This is an optimization exercise on Yosys and OpenROAD, whose aim is small area, not a production implementation. The RTL was checked by simulation tests, not by an equivalence proof against the original design.

==> flow/design.v, too long to show whole: its modules and the start of the top module <==
// module Compx_4_Mull: 4327 lines
// module Multi_line: 73 lines
module Multi_line(
input clk ,
input rstn,
  input   [127:0]M_AXIS_MM2S_0_tdata,
  input   M_AXIS_MM2S_0_tvalid,
  input [4:0] MemRDcount,
  input        SampleValid,
  input [63:0] Sampledata,
  input        CalcOn,
  output[31:0] OutSumr,
  output[31:0] OutSumi
    );
  // ...
==> flow/flow/run.sh <==
#!/bin/bash
# Own flow: the standard layout (standard.sh) with these changes:
#  - synthesis maps the combinational logic with an area-oriented ABC script
#    (flow/abc_area.script) instead of ORFS's delay-oriented one;
#  - after Yosys extracts full adders, flow/fa_polarity.py flips adders (a full
#    adder is self-dual) so that fewer inverters are left between them;
#  - adders ($lcu) use Yosys's Sklansky prefix map instead of Kogge-Stone;
#  - ports are buffered with buf_1, and CTS uses clkbuf_4 buffers and no
#    dummy loads.
# Registers (dfflibmap) and every other step are ORFS's own.
set -euo pipefail
W=$(pwd)
rm -rf "$W/scripts_area"
cp -r "$FLOW_HOME/scripts" "$W/scripts_area"
cp "$W/flow/abc_area.script" "$W/scripts_area/abc_speed.script"
python3 "$W/flow/patch_synth.py" "$W/scripts_area/synth.tcl" "$W/flow/fa_polarity.py"
bash standard.sh SCRIPTS_DIR="$W/scripts_area" \
  "SYNTH_OPERATIONS_ARGS=-extra-map +/choices/sklansky.v" synth > "$W/flow_synth.log" 2>&1
bash standard.sh \
  "BUFFER_PORTS_ARGS=-buffer_cell sky130_fd_sc_hd__buf_1" \
  "CTS_ARGS=-sink_clustering_enable -repair_clock_nets -dont_use_dummy_load -buf_list sky130_fd_sc_hd__clkbuf_4" \
  finish > "$W/flow_finish.log" 2>&1
==> flow/flow/abc_area.script <==
strash
dch
amap
==> flow/flow/fa_polarity.py <==
#!/usr/bin/env python3
"""Choose the polarity of each extracted full adder ($fa) to save inverters.

A full adder is self-dual: FA(~a, ~b, ~c) = (~carry, ~sum). Yosys's
extract_fa picks each adder's polarity on its own, which leaves inverters
between adders that cannot be merged into anything. This pass flips adders
(complementing all three inputs and both outputs, which leaves the logic
unchanged) so that fewer inverters remain between them.

usage: fa_polarity.py IN.json OUT.json TOP
"""
import json, sys

src, dst, top = sys.argv[1], sys.argv[2], sys.argv[3]
d = json.load(open(src))
m = d["modules"][top]
cells = m["cells"]

next_bit = [max([b for n in m["netnames"].values() for b in n["bits"] if isinstance(b, int)] +
                [b for c in cells.values() for v in c["connections"].values() for b in v if isinstance(b, int)]) + 1]
def new_bit():
    b = next_bit[0]; next_bit[0] += 1
    return b

drv = {}
users = {}
for cn, c in cells.items():
    for p, bits in c["connections"].items():
        out = c.get("port_directions", {}).get(p) == "output"
        for b in bits:
            if not isinstance(b, int):
                continue
            if out:
                drv[b] = (cn, p)
            else:
                users.setdefault(b, []).append((cn, p))
portbits = set()
for pn, p in m["ports"].items():
    for b in p["bits"]:
        if isinstance(b, int):
            portbits.add(b)

fas = [cn for cn, c in cells.items() if c["type"] == "$fa" and int(str(c["parameters"].get("WIDTH", "1")), 2 if set(str(c["parameters"].get("WIDTH", "1"))) <= set("01") else 10) == 1]
faset = set(fas)
fa_out = {}
for cn in fas:
    c = cells[cn]
    fa_out[c["connections"]["X"][0]] = (cn, "X")
    fa_out[c["connections"]["Y"][0]] = (cn, "Y")

def resolve(b):
    inv = 0
    while isinstance(b, int) and b in drv and cells[drv[b][0]]["type"] == "$_NOT_":
        b = cells[drv[b][0]]["connections"]["A"][0]
        inv ^= 1
    return b, inv

# input literals of each adder
lit = {cn: {p: resolve(cells[cn]["connections"][p][0]) for p in "ABC"} for cn in fas}
EXT_LOGIC = 0.3   # an inversion at an edge to/from other logic is usually merged by ABC
EXT_HARD = 1.0

def is_hard(b):
    if b in portbits:
        return True
    if b in drv:
        t = cells[drv[b][0]]["type"]
        return t.startswith("$_DFF") or t.startswith("$_SDFF") or t.startswith("$_DLATCH") or "DFF" in t or t.startswith("$_ALDFF")
    return True

# outside consumers of each adder output (needing the true value)
def outside_users(b):
    res = []
    stack = [(b, 0)]
    seen = set()
    while stack:
        x, inv = stack.pop()
        if (x, inv) in seen:
            continue
        seen.add((x, inv))
        if x in portbits:
            res.append(("port", inv))
        for cn, p in users.get(x, []):
            t = cells[cn]["type"]
            if t == "$_NOT_":
                stack.append((cells[cn]["connections"]["Y"][0], inv ^ 1))
            elif cn in faset:
                pass
            else:
                hard = t.startswith("$_DFF") or "DFF" in t
                res.append(("hard" if hard else "logic", inv))
    return res

outs = {}
for b, (cn, p) in fa_out.items():
    u = outside_users(b)
    if u:
        outs.setdefault(cn, []).append(u)

fanout = {cn: [] for cn in fas}   # (consumer fa, pin)
for cn in fas:
    for p, (b, inv) in lit[cn].items():
        if b in fa_out:
            fanout[fa_out[b][0]].append((cn, p))

flip = {cn: 0 for cn in fas}

def fixed(cn):
    # an adder with a constant input is mapped to a half adder: keep it as it is
    return any(not isinstance(cells[cn]["connections"][p][0], int) for p in "ABC")

def edge_cost(cn, p):
    b, inv = lit[cn][p]
    if not isinstance(b, int):
        return 0.0
    if b in fa_out:
        g = fa_out[b][0]
        return 1.0 if (inv ^ flip[g] ^ flip[cn]) else 0.0
    if inv ^ flip[cn]:
        return EXT_HARD if is_hard(b) else EXT_LOGIC
    return 0.0

def out_cost(cn):
    s = 0.0
    for u in outs.get(cn, []):
        # one inverter serves all users of a net; count the worst
        need = [k for k, inv in u if (inv ^ flip[cn]) == 0 and flip[cn]] if False else None
        if flip[cn]:
            s += max((EXT_HARD if k != "logic" else EXT_LOGIC) for k, inv in u)
    return s

def local_cost(cn):
    s = sum(edge_cost(cn, p) for p in "ABC")
    s += sum(edge_cost(f, p) for f, p in fanout[cn])
    s += out_cost(cn)
    return s

def total():
    return sum(edge_cost(cn, p) for cn in fas for p in "ABC") + sum(out_cost(cn) for cn in fas)

before = total()
for it in range(50):
    changed = 0
    for cn in fas:
        if fixed(cn):
            continue
        c0 = local_cost(cn)
        flip[cn] ^= 1
        c1 = local_cost(cn)
        if c1 < c0 - 1e-9:
            changed += 1
        else:
            flip[cn] ^= 1
    if not changed:
        break
after = total()
sys.stderr.write(f"fa_polarity: {len(fas)} adders, {sum(flip.values())} flipped, cost {before:.1f} -> {after:.1f}\n")

# rewrite
phys = {}   # original output bit -> physical bit of the adder pin
notcache = {}
cnt = [0]
def add_not(a, y):
    cnt[0] += 1
    name = f"$fa_polarity$not{cnt[0]}"
    cells[name] = {"hide_name": 1, "type": "$_NOT_", "parameters": {}, "attributes": {},
                   "port_directions": {"A": "input", "Y": "output"},
                   "connections": {"A": [a], "Y": [y]}}
def not_of(b):
    if b not in notcache:
        y = new_bit()
        add_not(b, y)
        notcache[b] = y
    return notcache[b]

for cn in fas:
    if flip[cn]:
        c = cells[cn]
        for p in "XY":
            ob = c["connections"][p][0]
            pb = new_bit()
            c["connections"][p] = [pb]
            phys[ob] = pb
            add_not(pb, ob)   # keeps the original net's true value for other users
            notcache[pb] = ob
for cn in fas:
    c = cells[cn]
    for p in "ABC":
        b, inv = lit[cn][p]
        inv ^= flip[cn]
        if isinstance(b, int) and b in fa_out:
            g = fa_out[b][0]
            inv ^= flip[g]
            b = phys.get(b, b)
        if not isinstance(b, int):
            if inv and b in ("0", "1"):
                b = "1" if b == "0" else "0"
            c["connections"][p] = [b]
        else:
            c["connections"][p] = [not_of(b) if inv else b]
json.dump(d, open(dst, "w"))
==> flow/flow/patch_synth.py <==
#!/usr/bin/env python3
"""Insert the adder polarity pass after extract_fa in a copy of ORFS's synth.tcl.
usage: patch_synth.py SYNTH_TCL FA_POLARITY_PY"""
import sys
p, py = sys.argv[1], sys.argv[2]
t = open(p).read()
anchor = "  dont_use_lower_left_out_adders\n"
assert t.count(anchor) == 1
hook = anchor + f"""  write_json $::env(RESULTS_DIR)/fa_pre.json
  exec $::env(PYTHON_EXE) {py} $::env(RESULTS_DIR)/fa_pre.json $::env(RESULTS_DIR)/fa_post.json $::env(DESIGN_NAME) >@ stdout 2>@ stderr
  design -reset
  read_json $::env(RESULTS_DIR)/fa_post.json
  hierarchy -top $::env(DESIGN_NAME)
"""
open(p, "w").write(t.replace(anchor, hook))
==> flow/standard.sh <==
#!/bin/bash
# synth_recipe.tcl (not shown) runs the flow's synth.tcl, then flattens the netlist and writes it again
# the make line also repeats each setting of config.mk as NAME=value (left out here)
make -C /OpenROAD-flow-scripts/flow DESIGN_CONFIG=/design/flow/config.mk WORK_HOME=/design/flow/orfs CLKGATE_MAP_FILE= SYNTH_SCRIPT=/design/flow/synth_recipe.tcl "${@:-finish}"
==> flow/config.mk <==
export PLATFORM = sky130hd
export DESIGN_NAME = Multi_line
export DESIGN_NICKNAME = Multi_line
export VERILOG_FILES = /design/flow/design.v
export SDC_FILE = /design/flow/constraint.sdc
export NUM_CORES = 4
export LEC_CHECK = 0
export CAP_MARGIN = 10
export CORE_MARGIN = 2
export CORE_UTILIZATION = 60
export PLACE_DENSITY_LB_ADDON = 0.2
export SLEW_MARGIN = 10
==> flow/constraint.sdc <==
create_clock -name core_clock -period 10.0 [get_ports {clk}]
set_input_delay 2.0000 -clock core_clock [delete_from_list [all_inputs] [get_ports {clk}]]
set_output_delay 2.0000 -clock core_clock [all_outputs]
set_load 0.01 [all_outputs]
==> qor.yml, run 1 <==
critical_path:
  path_max_fanout: 47
  cp_num_cells: 29
  required_ns: 11.14
  critical_path_class: "register to register"
  cp_common_cell: "fa_1"
  rrSetupSlack_ns: 0.70
  r2r_start: "Coef[5]"
  crit_path_end: "P2r[24]"
layout:
  area_share_clock_buf_inv_pct: 3.19
  fin_area_sq_um: 85100
  seq_share_pct: 45.9
  largest_cell_class: "sequential cells"
  fin_util_pct: 65.9
  bufAreaShareNonClock_pct: 2.22
run_status:
  status: "timing/DRC/antenna clean"
floorplan:
  rows: 132
clocking:
  cts_max_path_buffers: 4
  cts-root-buf: "clkbuf_4"
  cts.sinks: 1411
  cts_made_buffers: 362
drt:
  m1WireLength_microns: 83900
  top_layer: "met5"
  ant_nets: 0
  drc: 0
global_route:
  met3_usage_pct: 9.19
  busiest_layer: "met2"
worst_hold_path:
  min_to: "P3r[29]"
  min_from: "P2r[29]"
yosys:
  synth_commonest_cells: "1024 x edfxtp_1, 709 x o21ai_0, 695 x o22ai_1"
  synth-adder-area-share_pct: 20.6
  synth_fp_nets: 7636
  async_flop_share_pct: 8.43
  synth-seq-area-share_pct: 50.2
  synth_edf_count: 1024
  yosysWarningCount: 1
place:
  place_inst: 8581
  place_area_sq_um: 82300
timing:
  setup_viol: 0
  skew_ns: 0.132
  whs_ns: 0.262
==> module Multi_line, before the edit <==
module Multi_line(
input clk ,
input rstn,
  input   [127:0]M_AXIS_MM2S_0_tdata,
  input   M_AXIS_MM2S_0_tvalid,
  input [4:0] MemRDcount,
  input        SampleValid,
  input [63:0] Sampledata,
  input        CalcOn,
  output[31:0] OutSumr,
  output[31:0] OutSumi
    );
reg [31:0] LineMEM [0:31];
reg [5:0] MemWRcount;
always @(posedge clk or negedge rstn)
	if (!rstn) MemWRcount <= 6'h00;
     else if (M_AXIS_MM2S_0_tvalid) MemWRcount <= MemWRcount + 1;
always @(posedge clk)
	if (M_AXIS_MM2S_0_tvalid && !MemWRcount[5]) LineMEM[MemWRcount[4:0]] <= M_AXIS_MM2S_0_tdata[31:0];
wire signed [24:0] ar = Sampledata[24:0];
wire signed [24:0] ai = Sampledata[56:32];
wire signed [25:0] sp = ar + ai;
wire signed [25:0] sm = ai - ar;
wire [31:0] Rd = LineMEM[MemRDcount];
wire signed [15:0] br = Rd[15:0];
wire signed [15:0] bi = Rd[31:16];
wire signed [16:0] bt = br + bi;
reg [76:0] Samp;
reg [48:0] Coef;
always @(posedge clk)
	Samp <= {ar, sp, sm};
always @(posedge clk or negedge rstn)
	if (!rstn) Coef <= 49'h0;
	else Coef <= {br, bi, bt};
wire [31:0] Mulr;
wire [31:0] Muli;
Compx_4_Mull Compx_4_Mull_inst(
.ar(Samp[76:52]),
.sp(Samp[51:26]),
.sm(Samp[25:0]),
.br(Coef[48:33]),
.bi(Coef[32:17]),
.bt(Coef[16:0]),
.pr(Mulr),
.pi(Muli)
);
reg [31:0] P2r, P2i;
always @(posedge clk) begin
	P2r <= Mulr; P2i <= Muli;
end
reg [31:0] P3r, P3i, P4r, P4i;
always @(posedge clk) begin
	P3r <= P2r; P3i <= P2i;
	P4r <= P3r; P4i <= P3i;
end
reg [31:0] Sumr;
reg [31:0] Sumi;
always @(posedge clk or negedge rstn)
    if (!rstn) begin
         Sumr <= 32'h00000000;
         Sumi <= 32'h00000000;
            end
     else if (!(SampleValid || CalcOn)) begin
         Sumr <= 32'h00000000;
         Sumi <= 32'h00000000;
            end
     else  begin
         Sumr <= Sumr + P4r;
         Sumi <= Sumi + P4i;
            end
  assign OutSumr = Sumr;
  assign OutSumi = Sumi;
endmodule
==> run 2, diff against run 1 <==
--- a/flow/design.v
+++ b/flow/design.v
@@ -4352,3 +4352,10 @@
 wire signed [25:0] sm = ai - ar;
-wire [31:0] Rd = LineMEM[MemRDcount];
+wire [31:0] RdSel = 32'd1 << MemRDcount;
+reg [31:0] Rd;
+integer n;
+always @* begin
+	Rd = 32'h00000000;
+	for (n = 0; n < 32; n = n + 1)
+		Rd = Rd | (LineMEM[n] & {32{RdSel[n]}});
+end
 wire signed [15:0] br = Rd[15:0];
==> flow/flow/abc_area.script (replaced) <==
strash
dc2
dch
amap
==> qor.yml, run 2 <==
drt:
  finalWirelength_microns: 254000  # was 236000 microns
  vias: 58584  # was 60466
  via_per_inst: 6.80  # was 6.75
  firstDrtPassIters: 7  # was 8
  drtIter0Drc: 8561  # was 7590
  ant_nets: 0  # unchanged
  drc: 0  # unchanged
  wire_per_inst_microns: 29.5  # was 26.4 microns
run_status:
  status: "failed layout checks"  # was timing/DRC/antenna clean
  violatedChecks: "setup timing"
yosys:
  synthFlopType: "edfxtp_1"  # unchanged
  synth_commonest_cells: "1024 x edfxtp_1, 623 x fa_1, 580 x nor2_1"  # was 1024 x edfxtp_1, 709 x o21ai_0, 695 x o22ai_1
  synth_fp_nets: 7112  # was 7636
  synth_top_area_share_pct: 41.0  # was 39.5%
  async_flop_share_pct: 8.43  # unchanged
  ys_ff_latch: 1411  # unchanged
  syn-cell-area_sq_um: 75000  # was 77900 sq um
  yosysWarningCount: 1  # unchanged
  synth_top_area_cell: "edfxtp_1"  # unchanged
  synth.most_common_cell: "edfxtp_1"  # unchanged
  synth-seq-area-share_pct: 52.1  # was 50.2%
  syn_inst: 6001  # was 6525
  synth_area_leaders: "edfxtp_1 41%, fa_1 17%, dfxtp_1 7.2%, ha_1 4.8%, o22ai_1 4.6%"  # was edfxtp_1 39%, fa_1 16%, dfxtp_1 6.9%, o22ai_1 5.6%, ha_1 4.6%
  syn_avg_cell_area_sq_um: 12.5  # was 11.9 sq um
  synth_edf_count: 1024  # unchanged
  synth_cell_types: 50  # was 42
place:
  dp_hpwl_microns: 168000  # was 149000 microns
  place_inst: 8205  # was 8581
  place_area_sq_um: 81500  # was 82300 sq um
  dp_worst_setup_slack_ns: -0.264  # was 0.907 ns
  portBuffers: 155  # unchanged
  gp_congestion: 1.05  # was 1.01
floorplan:
  die_w_microns: 357  # was 364 microns
  rows: 129  # was 132
  dieArea_sq_um: 128000  # was 133000 sq um
  start_util_pct: 60.6  # was 60.3%
  io_pins: 266  # unchanged
  die_h_microns: 357  # was 364 microns
  coreArea_sq_um: 124000  # was 129000 sq um
timing:
  tns_ns: -0.350  # was 0 ns
  period_minus_slack_ns: 10.16  # was 9.30 ns
  maxSlewHeadroom_pct: 16.3  # was 17.3%
  post-route-period-util_pct: 102  # was 93.0%
  setup_viol: 3  # was 0
  layout_setup_ws_ns: -0.165  # was 0.703 ns
  fmax_mhz: 98.4  # was 108 MHz
  finalMaxSlewViolations: 0  # unchanged
  skew_ns: 0.174  # was 0.132 ns
  whs_ns: 0.252  # was 0.262 ns
  worst_pin_slew_ns: 1.26  # was 1.24 ns
  grt_setup_unrepaired: "yes"  # was no
  hold_viol_final: 0  # unchanged
critical_path:
  crit_path_start_kind: "register"  # unchanged
  reg2reg_to: "P2i[26]"  # was P2r[24]
  critical_path_class: "register to register"  # unchanged
  crit_path_end_kind: "register"  # unchanged
  rrSetupSlack_ns: -0.16  # was 0.70 ns
  r2r_cells: 48  # was 29
  worstPathArrival_ns: 11.27  # was 10.44 ns
  cp_common_cell: "buf_4"  # was fa_1
  slowest_stage: "fa_2"  # was fa_1
  path_max_fanout: 11  # was 47
  startpoint: "Coef[1]"  # was Coef[5]
  r2r_start: "Coef[1]"  # was Coef[5]
  cp_slowest_stage_delay_ns: 0.69  # was 0.70 ns
  required_ns: 11.10  # was 11.14 ns
clocking:
  cts-root-buf: "clkbuf_4"  # unchanged
  clkTransAtPathRegs_ns: 0.06  # about the same
  cts.htree.levels: 5  # unchanged
  cts.sinks: 1411  # unchanged
  cts_max_path_buffers: 4  # unchanged
  cts_made_buffers: 356  # was 362
  clock_latency_ns: 1.34  # was 1.36 ns
  cts_tree: "yes"  # unchanged
global_route:
  antenna_found_initial: 9  # was 11
  grt_use_total_pct: 39.9  # was 35.7%
  grt_pass1_wl_microns: 367000  # was 354000 microns
  overflow: 0  # unchanged
  grt_max_degree: 65  # was 199
  grt_pass1_vias: 56984  # was 59190
layout:
  fin_util_pct: 68.8  # was 65.9%
  mostFrequentLayoutCell: "edfxtp_1"  # unchanged
  drive_gt1_share_pct: 14.8  # was 8.18%
  area_growth_pct: 13.7  # was 9.22%
  final_nets: 8083  # was 8315
  final_cells: 8618  # was 8955
  mostFrequentLayoutCells: "1024 x edfxtp_1, 605 x fa_1, 525 x o22ai_1"  # was 1024 x edfxtp_1, 709 x o21ai_0, 681 x o22ai_1
  n_fill_cell: 8931  # was 9758
  largest_reg_flops: 1024  # unchanged
  fin_area_sq_um: 85200  # was 85100 sq um
worst_hold_path:
  min_to: "P4r[16]"  # was P3r[29]
  hold_path_class: "register to register"  # unchanged
  min_from: "P3r[16]"  # was P2r[29]
  whs_path_depth: 0  # unchanged
job:
  drv_cap: 0  # unchanged
run 2: changes by cell type after synthesis, sizes merged, moves of 49 or more:
cell	delta
a222oi	+194
a22oi	-258
nand2	+52
nand4	+49
o21ai	-240
o221ai	-256
o22ai	-142
run 2: cell type report:
type / count / area, sq um / area share [%]
well taps: 1637 / 2050 / 2.40
inverters: 316 / 1190 / 1.40
multi-input cells: 4274 / 35900 / 42.1
flip-flops and latches: 1411 / 39100 / 45.9
diodes: 11 / 27.5 / 0.0323
clock buffers: 356 / 2670 / 3.14
repair buffers: 613 / 4270 / 5.02
run 2: metal layers:
layer	vias up	global-route usage, %	share of wire [%]
met5	-	0.0370	0.023
met4	8	30.6	9.2
met3	1110	8.78	12
met2	4345	62.3	46
met1	27917	48.6	33
li1	25204	-	-
run 2: what timing repair did:
action,in CTS,in global routing
gates resized for setup,25,140
setup endpoints to repair,5,12
setup buffers,14,31
pin swaps,5,117
hold buffers,0,0
run 2: worst max path at each step:
| stage | slack (ns) | endpoint |
|---|---|---|
| 6_report | -0.16 | P2i[26] |
| 5_1_grt | -0.49 | P2i[31] |
| 4_1_cts | -0.09 | P2i[31] |
| 3_5_place_dp | -0.26 | P2i[31] |
| 3_3_place_gp | -0.1 | P2i[31] |
| 2_1_floorplan | 0.0008 | P2r[31] |
run 2: cells by family (layout without fill, tap and decap cells):
| logic type | after synthesis | count (layout) | share of synthesized area (%) |
|---|---|---|---|
| buffers and inverters | 316 | 1285 | 1.58 |
| and+or+nand+nor | 1367 | 1367 | 7.65 |
| AOI/OAI and AO/OA | 1997 | 1997 | 17.2 |
| xor gates and xnor gates | 1 | 1 | 0.0117 |
| adders and majority gates | 909 | 909 | 21.4 |
| other | 0 | 11 | 0 |
| DFF | 1411 | 1411 | 52.1 |
run 2: critical path, delay by kind of cell (launching register included):
kind                       cells  cell delay, ns
and+or+nand+nor               10            1.17
AOI/OAI and AO/OA             10            1.98
adders and majority gates     10            4.24
buffers and inverters         18            2.08
DFF                            1            0.44
==> run 3, diff against run 2 <==
==> flow/flow/abc_area.script (replaced) <==
strash
dch
amap
strash
dch
amap
strash
dch
amap
==> qor.yml, run 3 <==
global_route:
  grt_use_total_pct: 34.7  # was 39.9%
  antenna_found_initial: 13  # was 9
  grt_pass1_vias: 56305  # was 56984
  grt_pass1_wl_microns: 338000  # was 367000 microns
  grt_max_degree: 67  # was 65
  overflow: 0  # unchanged
layout:
  fin_area_sq_um: 84100  # was 85200 sq um
  area_growth_pct: 10.4  # was 13.7%
  mostFrequentLayoutCells: "1024 x edfxtp_1, 618 x fa_1, 593 x o22ai_1"  # was 1024 x edfxtp_1, 605 x fa_1, 525 x o22ai_1
  mostFrequentLayoutCell: "edfxtp_1"  # unchanged
  n_fill_cell: 9377  # was 8931
  largest_reg_flops: 1024  # unchanged
  fin_util_pct: 66.9  # was 68.8%
  final_nets: 8221  # was 8083
  drive_gt1_share_pct: 10.8  # was 14.8%
floorplan:
  dieArea_sq_um: 130000  # was 128000 sq um
  die_w_microns: 360  # was 357 microns
  die_h_microns: 360  # was 357 microns
  rows: 130  # was 129
  coreArea_sq_um: 126000  # was 124000 sq um
  io_pins: 266  # unchanged
  start_util_pct: 60.5  # was 60.6%
yosys:
  synth_top_area_cell: "edfxtp_1"  # unchanged
  synth_fp_nets: 7429  # was 7112
  syn-cell-area_sq_um: 76100  # was 75000 sq um
  ys_ff_latch: 1411  # unchanged
  synth_edf_count: 1024  # unchanged
  async_flop_share_pct: 8.43  # unchanged
  synth_top_area_share_pct: 40.4  # was 41.0%
  synth-seq-area-share_pct: 51.4  # was 52.1%
  syn_inst: 6318  # was 6001
  synth_cell_types: 46  # was 50
  synthFlopType: "edfxtp_1"  # unchanged
  synth_area_leaders: "edfxtp_1 40%, fa_1 16%, dfxtp_1 7.0%, o22ai_1 5.0%, ha_1 4.7%"  # was edfxtp_1 41%, fa_1 17%, dfxtp_1 7.2%, ha_1 4.8%, o22ai_1 4.6%
  yosysWarningCount: 1  # unchanged
  syn_avg_cell_area_sq_um: 12.0  # was 12.5 sq um
  synth.most_common_cell: "edfxtp_1"  # unchanged
  synth_commonest_cells: "1024 x edfxtp_1, 623 x fa_1, 610 x o22ai_1"  # was 1024 x edfxtp_1, 623 x fa_1, 580 x nor2_1
clocking:
  cts_made_buffers: 360  # was 356
  cts.sinks: 1411  # unchanged
  cts-root-buf: "clkbuf_4"  # unchanged
  clock_latency_ns: 1.25  # was 1.34 ns
  cts_tree: "yes"  # unchanged
  cts_max_path_buffers: 4  # unchanged
  cts.htree.levels: 5  # unchanged
  clkTransAtPathRegs_ns: 0.06  # about the same
  cts_hold_buffers: 0  # unchanged
timing:
  whs_ns: 0.269  # was 0.252 ns
  skew_ns: 0.112  # was 0.174 ns
  fmax_mhz: 105  # was 98.4 MHz
  worst_pin_slew_ns: 1.23  # was 1.26 ns
  hold_viol_final: 0  # unchanged
  maxSlewHeadroom_pct: 18.1  # was 16.3%
  period_minus_slack_ns: 9.57  # was 10.16 ns
  setup_viol: 0  # was 3
  finalMaxSlewViolations: 0  # unchanged
  layout_setup_ws_ns: 0.431  # was -0.165 ns
  post-route-period-util_pct: 95.7  # was 102%
drt:
  ant_nets: 0  # unchanged
  drc: 0  # unchanged
  wire_per_inst_microns: 25.4  # was 29.5 microns
  via_per_inst: 6.39  # was 6.80
  drtIter0Drc: 5683  # was 8561
  vias: 55986  # was 58584
  finalWirelength_microns: 223000  # was 254000 microns
  firstDrtPassIters: 8  # was 7
place:
  place_area_sq_um: 81100  # was 81500 sq um
  gp_congestion: 0.976  # was 1.05
  dp_worst_setup_slack_ns: -0.120  # was -0.264 ns
  portBuffers: 155  # unchanged
  dp_hpwl_microns: 162000  # was 168000 microns
critical_path:
  required_ns: 11.10  # about the same
  slowest_stage: "fa_2"  # unchanged
  critical_path_class: "register to register"  # unchanged
  path_max_fanout: 20  # was 11
  cp_slowest_stage_delay_ns: 0.66  # was 0.69 ns
  critPathTopFamily: "compound AO/OA/AOI/OAI gates"  # was adder cells
  crit_path_start_kind: "register"  # unchanged
  worst-path-buf-inv: 6  # was 18
  worstPathArrival_ns: 10.66  # was 11.27 ns
  crit_path_end_kind: "register"  # unchanged
worst_hold_path:
  hold_path_class: "register to register"  # unchanged
job:
  drv_cap: 0  # unchanged
run_status:
  status: "timing/DRC/antenna clean"  # was failed layout checks
## run 3: changes by cell type in the layout (fill, tap and decap cells not counted), moves of 41 or more
cell,before,now
nor2_4,78,16
a21boi_0,2,81
a21oi_1,351,442
o22ai_1,525,593
nor2_1,491,537
nor2_2,11,52
a222oi_1,194,45
nand2_1,490,548
clkinv_1,307,420
buf_4,429,273
## run 3: repair_timing
action	in CTS	in global routing
gates resized for setup	4	46
pin swaps	0	6
endpoints found under the setup margin	3	10
setup buffers	0	10
## run 3: cells by family (layout without fill, tap and decap cells)
logic type | Yosys count | count (layout) | share of synthesized area, %
buffers and inverters | 422 | 1212 | 2.08
other | 0 | 10 | 0
adder cells (fa/ha/maj) | 909 | 909 | 21.1
flip-flops | 1411 | 1411 | 51.4
AO/OA/AOI/OAI | 2118 | 2118 | 17.5
AND/OR/NAND/NOR | 1458 | 1458 | 8.02
## run 3: area by class of cell
cell class / count / area, sq um / share of cell area (%)
clock buffers: 360 / 2700 / 3.21
repair buffers: 430 / 2690 / 3.20
flip-flops and latches: 1411 / 39100 / 46.5
well taps: 1650 / 2060 / 2.46
inverters: 422 / 1590 / 1.89
diodes: 10 / 25.0 / 0.0298
multi-input cells: 4485 / 35900 / 42.7
## run 3: final timing paths
path | startpoint | to | slack, ns | cells after the start
worst max-delay path | Coef[36] | P2i[31] | 0.43 | 38
worst min-delay path | P2i[4] | P3i[4] | 0.27 | 0
worst max register to register | Coef[36] | P2i[31] | 0.43 | 38
worst min register to register | P2i[4] | P3i[4] | 0.27 | 0
max in group asynchronous | rstn | Coef[38] | 8.26 | 2
min in group asynchronous | rstn | Sumr[6] | 0.62 | 1
## run 3: stage by stage
step / cells / TNS (ns)
2_1_floorplan: 6318 / 0
3_3_place_gp: 8388 / 0
3_5_place_dp: 8388 / -0.131
4_1_cts: 8748 / 0
5_1_grt: 8768 / -0.00181
6_report: 8768 / 0
## run 3: layer usage
| layer | GRT usage [%] | share of wire [%] | vias to the layer above |
|---|---|---|---|
| met4 | 25.5 | 8.2 | 10 |
| met1 | 40.8 | 35 | 26840 |
| met2 | 56.9 | 48 | 2967 |
| met3 | 7.23 | 8.3 | 743 |
| li1 | - | - | 25426 |
| met5 | 0 | 0.024 | - |
## run 3: worst reg2reg max path, delay by kind of cell, from the launching register on
family                     cells  cell delay (ns)
AOI/OAI and AO/OA             14             3.77
buffers and inverters          6             1.33
and+or+nand+nor               13             1.50
adders and majority gates      5             2.43
DFF                            1             0.47
==> run 4, diff against run 3 <==
==> flow/flow/abc_area.script (replaced) <==
strash
dch
amap
==> qor.yml, run 4 <==
timing:
  worst_pin_slew_ns: 1.30  # was 1.23 ns
  hold_viol_final: 0  # unchanged
  fmax_mhz: 107  # was 105 MHz
  setup_viol: 0  # unchanged
  whs_ns: 0.271  # was 0.269 ns
  post-route-period-util_pct: 93.2  # was 95.7%
  finalMaxSlewViolations: 0  # unchanged
  tns_ns: 0  # unchanged
  maxSlewHeadroom_pct: 13.4  # was 18.1%
  skew_ns: 0.135  # was 0.112 ns
  grt_setup_unrepaired: "no"
  period_minus_slack_ns: 9.32  # was 9.57 ns
critical_path:
  critPathTopFamily: "adder cells"  # was compound AO/OA/AOI/OAI gates
  cp_common_cell: "fa_1"
  worst-path-buf-inv: 5  # was 6
  crit_path_start_kind: "register"  # unchanged
  cp_slowest_stage_delay_ns: 0.66  # about the same
  path_max_fanout: 22  # was 20
  slowest_stage: "fa_1"  # was fa_2
  critical_path_class: "register to register"  # unchanged
  required_ns: 11.09  # was 11.10 ns
  cp_num_cells: 33  # was 38
  worstPathArrival_ns: 10.41  # was 10.66 ns
  crit_path_end_kind: "register"  # unchanged
  r2r_cells: 33  # was 38
yosys:
  synth_top_area_cell: "edfxtp_1"  # unchanged
  synthFlopType: "edfxtp_1"  # unchanged
  synth.most_common_cell: "edfxtp_1"  # unchanged
  synth_area_leaders: "edfxtp_1 40%, fa_1 16%, dfxtp_1 7.0%, o22ai_1 5.3%, ha_1 4.7%"  # was edfxtp_1 40%, fa_1 16%, dfxtp_1 7.0%, o22ai_1 5.0%, ha_1 4.7%
  synth-seq-area-share_pct: 50.9  # was 51.4%
  ys_ff_latch: 1411  # unchanged
  yosysWarningCount: 1  # unchanged
  synth_fp_nets: 7614  # was 7429
  synth_cell_types: 43  # was 46
  syn_avg_cell_area_sq_um: 11.8  # was 12.0 sq um
  synth_edf_count: 1024  # unchanged
  syn_inst: 6503  # was 6318
  async_flop_share_pct: 8.43  # unchanged
  syn-cell-area_sq_um: 76800  # was 76100 sq um
  synth_top_area_share_pct: 40.1  # was 40.4%
  synth_commonest_cells: "1024 x edfxtp_1, 670 x nand2_1, 649 x o22ai_1"  # was 1024 x edfxtp_1, 623 x fa_1, 610 x o22ai_1
global_route:
  met3_usage_pct: 7.11  # was 7.23%
  grt_pass1_wl_microns: 339000  # was 338000 microns
  grt_use_total_pct: 34.2  # was 34.7%
  antenna_found_initial: 5  # was 13
  grt_use_met2_pct: 57.4  # was 56.9%
  overflow: 0  # unchanged
  busiest_layer: "met2"  # unchanged
  grt_pass1_vias: 58229  # was 56305
  grt_max_degree: 69  # was 67
  globalRouteMet1Util_pct: 39.1  # was 40.8%
drt:
  drc: 0  # unchanged
  wire_per_inst_microns: 24.7  # was 25.4 microns
  finalWirelength_microns: 222000  # was 223000 microns
  drtIter0Drc: 5946  # was 5683
  firstDrtPassIters: 9  # was 8
  vias: 57377  # was 55986
  ant_nets: 0  # unchanged
  via_per_inst: 6.39  # about the same
layout:
  multi_input_area_sq_um: 36300  # was 35900 sq um
  fin_area_sq_um: 84700  # was 84100 sq um
  area_growth_pct: 10.3  # was 10.4%
  final_cells: 8974  # was 8768
  mostFrequentLayoutCells: "1024 x edfxtp_1, 670 x nand2_1, 634 x o22ai_1"  # was 1024 x edfxtp_1, 618 x fa_1, 593 x o22ai_1
  regArea_sq_um: 39100  # about the same
  n_fill_cell: 9649  # was 9377
  final_nets: 8417  # was 8221
  fin_util_pct: 66.5  # was 66.9%
  mostFrequentLayoutCell: "edfxtp_1"  # unchanged
  drive_gt1_share_pct: 10.0  # was 10.8%
  largest_reg_flops: 1024  # unchanged
job:
  drv_cap: 0  # unchanged
clocking:
  clkTransAtPathRegs_ns: 0.06  # about the same
  cts.htree.levels: 5  # unchanged
  cts_hold_buffers: 0  # unchanged
  cts_made_buffers: 359  # was 360
  cts_tree: "yes"  # unchanged
  cts_max_path_buffers: 4  # unchanged
  cts-root-buf: "clkbuf_4"  # unchanged
  clock_latency_ns: 1.25  # about the same
  cts.sinks: 1411  # unchanged
place:
  place_inst: 8607  # was 8388
  portBuffers: 155  # unchanged
  gp_congestion: 1.02  # was 0.976
  place_area_sq_um: 82000  # was 81100 sq um
  dp_hpwl_microns: 160000  # was 162000 microns
floorplan:
  dieArea_sq_um: 131000  # was 130000 sq um
  start_util_pct: 60.3  # was 60.5%
  rows: 131  # was 130
  die_h_microns: 362  # was 360 microns
  die_w_microns: 362  # was 360 microns
  coreArea_sq_um: 127000  # was 126000 sq um
  io_pins: 266  # unchanged
run_status:
  status: "timing/DRC/antenna clean"  # unchanged
worst_hold_path:
  whs_path_depth: 0  # unchanged
  hold_path_class: "register to register"  # unchanged
## run 4: cell count changes in the layout (fill, tap and decap cells not counted), moves of 11 or more
cell and change:
o21ai_0 +107, o22ai_1 +41, a22oi_1 -88, nor2_1 -47, a221o_1 +57, nor2b_1 -25, nand4_1 -11, a21oi_1 +80
a21boi_0 +41, nand2_1 +122, clkinv_1 +23, a22o_1 -59, a221oi_1 -15, a21o_1 +20
## run 4: metal layers
metal	part of all wire [%]	vias to the layer above
li1	-	26015
met5	0	-
met4	8.0	0
met3	8.6	748
met2	49	3123
met1	35	27491
## run 4: path summary, 6_finish.rpt
path / startpoint / end / slack, ns
hold / removal: P2r[9] / P3r[9] / 0.27
setup reg to reg: Coef[5] / P2i[31] / 0.68
max in group asynchronous: rstn / Sumi[31] / 7.50
hold reg to reg: P2r[9] / P3r[9] / 0.27
min in group asynchronous: rstn / Sumr[3] / 0.64
setup / recovery: Coef[5] / P2i[31] / 0.68
## run 4: kinds of logic after synthesis
kind of cell               share of synthesized area [%]
adders and majority gates                           20.9
AOI/OAI and AO/OA                                   18.1
buffers and inverters                               2.17
and+or+nand+nor                                     7.91
DFF                                                 50.9
xor gates and xnor gates                          0.0228
## run 4: area by class of cell
class	instances	area share [%]
sequential	1411	46.1
multi-input combinational	4649	42.9
timing repair buffer	442	3.33
tap	1662	2.45
inverter	443	1.96
antenna	8	0.0236
clock buffer	359	3.18
## run 4: timing repair
item,in CTS,in global routing
gates resized for setup,0,3
setup endpoints to repair,0,4
hold endpoints to repair,0,0
buffers inserted,0,0
## run 4: stage by stage
| stage | worst slack (ns) |
|---|---|
| 6_report | 0.676 |
| 5_1_grt | 0.113 |
| 4_1_cts | 0.249 |
| 3_5_place_dp | -0.253 |
| 3_3_place_gp | -0.187 |
| 2_1_floorplan | 0.448 |
==> run 5, diff against run 4 <==
==> flow/flow/abc_area.script (replaced) <==
strash
dch
amap
strash
dch
amap
==> qor.yml, run 5 <==
run_status:
  status: "timing/DRC/antenna clean"  # unchanged
timing:
  tns_ns: 0  # unchanged
  post-route-period-util_pct: 95.0  # was 93.2%
  setup_viol: 0  # unchanged
  maxSlewHeadroom_pct: 12.8  # was 13.4%
  period_minus_slack_ns: 9.50  # was 9.32 ns
  hold_viol_final: 0  # unchanged
  grt_setup_unrepaired: "no"  # unchanged
  fmax_mhz: 105  # was 107 MHz
  finalMaxSlewViolations: 0  # unchanged
  skew_ns: 0.185  # was 0.135 ns
  layout_setup_ws_ns: 0.500  # was 0.676 ns
  worst_pin_slew_ns: 1.29  # was 1.30 ns
drt:
  vias: 56573  # was 57377
  drtIter0Drc: 6649  # was 5946
  firstDrtPassIters: 9  # unchanged
  drc: 0  # unchanged
  ant_nets: 0  # unchanged
  wire_per_inst_microns: 25.0  # was 24.7 microns
  via_per_inst: 6.44  # was 6.39
  finalWirelength_microns: 219000  # was 222000 microns
yosys:
  synth-adder-area-share_pct: 21.0  # was 20.9%
  synth_fp_nets: 7519  # was 7614
  synth-xor-area-share_pct: 0.0115  # was 0.0228%
  syn-cell-area_sq_um: 76400  # was 76800 sq um
  yosysWarningCount: 1  # unchanged
  syn_avg_cell_area_sq_um: 11.9  # was 11.8 sq um
  synthSimpleGateAreaFrac_pct: 8.23  # was 7.91%
  synth.most_common_cell: "edfxtp_1"  # unchanged
  ys_ff_latch: 1411  # unchanged
  synth_area_leaders: "edfxtp_1 40%, fa_1 16%, dfxtp_1 7.0%, o22ai_1 4.9%, ha_1 4.7%"  # was edfxtp_1 40%, fa_1 16%, dfxtp_1 7.0%, o22ai_1 5.3%, ha_1 4.7%
  synthFlopType: "edfxtp_1"  # unchanged
  synth_top_area_share_pct: 40.2  # was 40.1%
  synth-seq-area-share_pct: 51.1  # was 50.9%
  synth_cell_types: 48  # was 43
  synth_edf_count: 1024  # unchanged
  synth_top_family_by_area: "adder cells"  # unchanged
  syn_inst: 6408  # was 6503
  synth_commonest_cells: "1024 x edfxtp_1, 759 x nor2_1, 650 x a21oi_1"  # was 1024 x edfxtp_1, 670 x nand2_1, 649 x o22ai_1
  async_flop_share_pct: 8.43  # unchanged
  synth_top_area_cell: "edfxtp_1"  # unchanged
  synthMuxAreaShare_pct: 0  # unchanged
  synth-compound-area-share_pct: 17.5  # was 18.1%
floorplan:
  die_h_microns: 361  # was 362 microns
  dieArea_sq_um: 130000  # was 131000 sq um
  rows: 130  # was 131
  coreArea_sq_um: 126000  # was 127000 sq um
  die_w_microns: 361  # was 362 microns
  io_pins: 266  # unchanged
  start_util_pct: 60.6  # was 60.3%
place:
  dp_worst_setup_slack_ns: 0.124  # was -0.253 ns
  portBuffers: 155  # unchanged
  gp_congestion: 0.995  # was 1.02
  dp_hpwl_microns: 155000  # was 160000 microns
critical_path:
  critical_path_class: "register to register"  # unchanged
  rrSetupSlack_ns: 0.50  # was 0.68 ns
  required_ns: 11.04  # was 11.09 ns
  startpoint: "Coef[0]"  # was Coef[5]
  r2r_start: "Coef[0]"  # was Coef[5]
  crit_path_end_kind: "register"  # unchanged
  crit_path_start_kind: "register"  # unchanged
  worstPathArrival_ns: 10.54  # was 10.41 ns
  r2r_cells: 26  # was 33
  crit_path_end: "P2r[27]"  # was P2i[31]
  path_max_fanout: 22  # unchanged
  reg2reg_to: "P2r[27]"  # was P2i[31]
clocking:
  cts_tree: "yes"  # unchanged
  cts-root-buf: "clkbuf_4"  # unchanged
  cts.sinks: 1411  # unchanged
  clkTransAtPathRegs_ns: 0.08  # was 0.06 ns
  cts.htree.levels: 5  # unchanged
  clock_latency_ns: 1.30  # was 1.25 ns
  cts_made_buffers: 362  # was 359
  cts_max_path_buffers: 4  # unchanged
  post_cts_buffers: 0  # unchanged
layout:
  largest_reg_flops: 1024  # unchanged
  drive_gt1_share_pct: 9.20  # was 10.0%
  final_nets: 8245  # was 8417
  mostFrequentLayoutCells: "1024 x edfxtp_1, 698 x nor2_1, 650 x a21oi_1"  # was 1024 x edfxtp_1, 670 x nand2_1, 634 x o22ai_1
  area_growth_pct: 9.54  # was 10.3%
  mostFrequentLayoutCell: "edfxtp_1"  # unchanged
job:
  drv_cap: 0  # unchanged
global_route:
  grt_use_total_pct: 34.0  # was 34.2%
  antenna_found_initial: 6  # was 5
  grt_max_degree: 65  # was 69
  overflow: 0  # unchanged
  grt_pass1_vias: 56825  # was 58229
  grt_pass1_wl_microns: 335000  # was 339000 microns
worst_hold_path:
  hold_path_class: "register to register"  # unchanged
-- run 5: worst min-delay path by stage --
stage / slack [ns] / cells past startpoint / start / to
after detailed placement: 0.31 / 0 / P2r[25] / P3r[25]
final: 0.24 / 0 / P2r[2] / P3r[2]
after CTS: 0.22 / 0 / P2r[2] / P3r[2]
after global routing: 0.22 / 0 / P2r[2] / P3r[2]
after global placement: 0.31 / 0 / P3i[7] / P4i[7]
after floorplan: 0.31 / 0 / P2i[0] / P3i[0]
-- run 5: timing repair --
action                     CTS  global route
resized for setup            0             1
hold buffers                 0             0
setup endpoints to repair    0             2
-- run 5: kinds of logic after synthesis --
group                      Yosys count
adders and majority gates          909
and+or+nand+nor                   1507
xor gates and xnor gates             1
AOI/OAI and AO/OA                 2151
DFF                               1411
buffers and inverters              429
-- run 5: critical path, stage by stage (launching register included) --
cell and delay, ns:
dfrtp_1 0.56, clkinvlp_4 0.47, nand2_1 0.33, nor2_1 0.06, a21oi_1 0.21, a21oi_1 0.14
fa_1 0.48, fa_1 0.52, fa_1 0.41, fa_1 0.48, fa_1 0.64, fa_1 0.45
fa_1 0.56, fa_1 0.45, fa_1 0.45, ha_1 0.32, clkinv_1 0.10, or3_1 0.40
or3_1 0.34, o31ai_1 0.60, nand3_1 0.16, nand2_1 0.13, and2_0 0.16, nor2_1 0.12
nor2_1 0.15, nor2_1 0.10, a21oi_1 0.54
-- run 5: final cells by class --
type / count / area [sq um]
inverter: 429 / 1610
clock buffer: 362 / 2720
antenna: 5 / 12.5
sequential: 1411 / 39100
tap: 1650 / 2060
timing repair buffer: 362 / 2180
fill: 9403 / 42300
multi-input combinational: 4568 / 36100
-- run 5: through the flow --
step           utilization [%]  instance area, sq um  hold slack (ns)  std cells
2_1_floorplan                -                 76400            0.310       6408
3_3_place_gp              64.2                 81000            0.310       8420
3_5_place_dp              64.2                 81000            0.312       8420
4_1_cts                   66.4                 83700            0.218       8782
5_1_grt                   66.4                 83700            0.218       8785
6_report                  66.4                 83700            0.243       8787
-- run 5: routing by layer --
metal  wire length, microns  up-vias  global-route usage (%)  part of all wire [%]
li1                       -    25602                       -                     -
met1                  77500    27044                    40.5                    35
met2                 104000     3182                    54.8                    48
met3                  18400      741                    6.43                   8.4
met4                  19100        4                    26.8                   8.7
met5                     32        -                       0                 0.015

re-timing with driven ports:
Ports are ideal in the flow. The routed layouts listed here were re-timed in OpenROAD. Step 1: set_driving_cell puts a clkbuf_16 on clk and a buf_2 on each other input, an assumption about the parent block. Step 2 times the ports against the registers' clock, not the clock port: input delays grow and output delays shrink by t, the midpoint of the rising clock arrivals with the driver on. a / b / c = ideal ports / drivers / drivers and shift; a / b = the first two.
| run | t (ns) | slack for setup (ns) | worst setup path at the end | slew at the worst register clock pin (ns) | cell pins on the clock port's net |
|---|---|---|---|---|---|
| run 1 | 1.357 | 0.703 / 0.703 / 0.703 | register to register | 0.08 / 0.08 | 1 |
| run 2 | 1.331 | -0.165 / -0.165 / -0.165 | register to register | 0.07 / 0.07 | 1 |
| run 3 | 1.275 | 0.431 / 0.431 / -0.166 | input to register | 0.07 / 0.07 | 1 |
| run 4 | 1.251 | 0.676 / 0.676 / -0.317 | input to register | 0.07 / 0.07 | 1 |
| run 5 | 1.278 | 0.500 / 0.500 / -0.052 | input to register | 0.08 / 0.08 | 1 |
Met with ideal ports but missed after step 2: setup timing in run 3, run 4 and run 5. For run 4, which loses most, drivers alone change the setup slack by 0.000 ns; drivers and shift together by -0.993 ns.
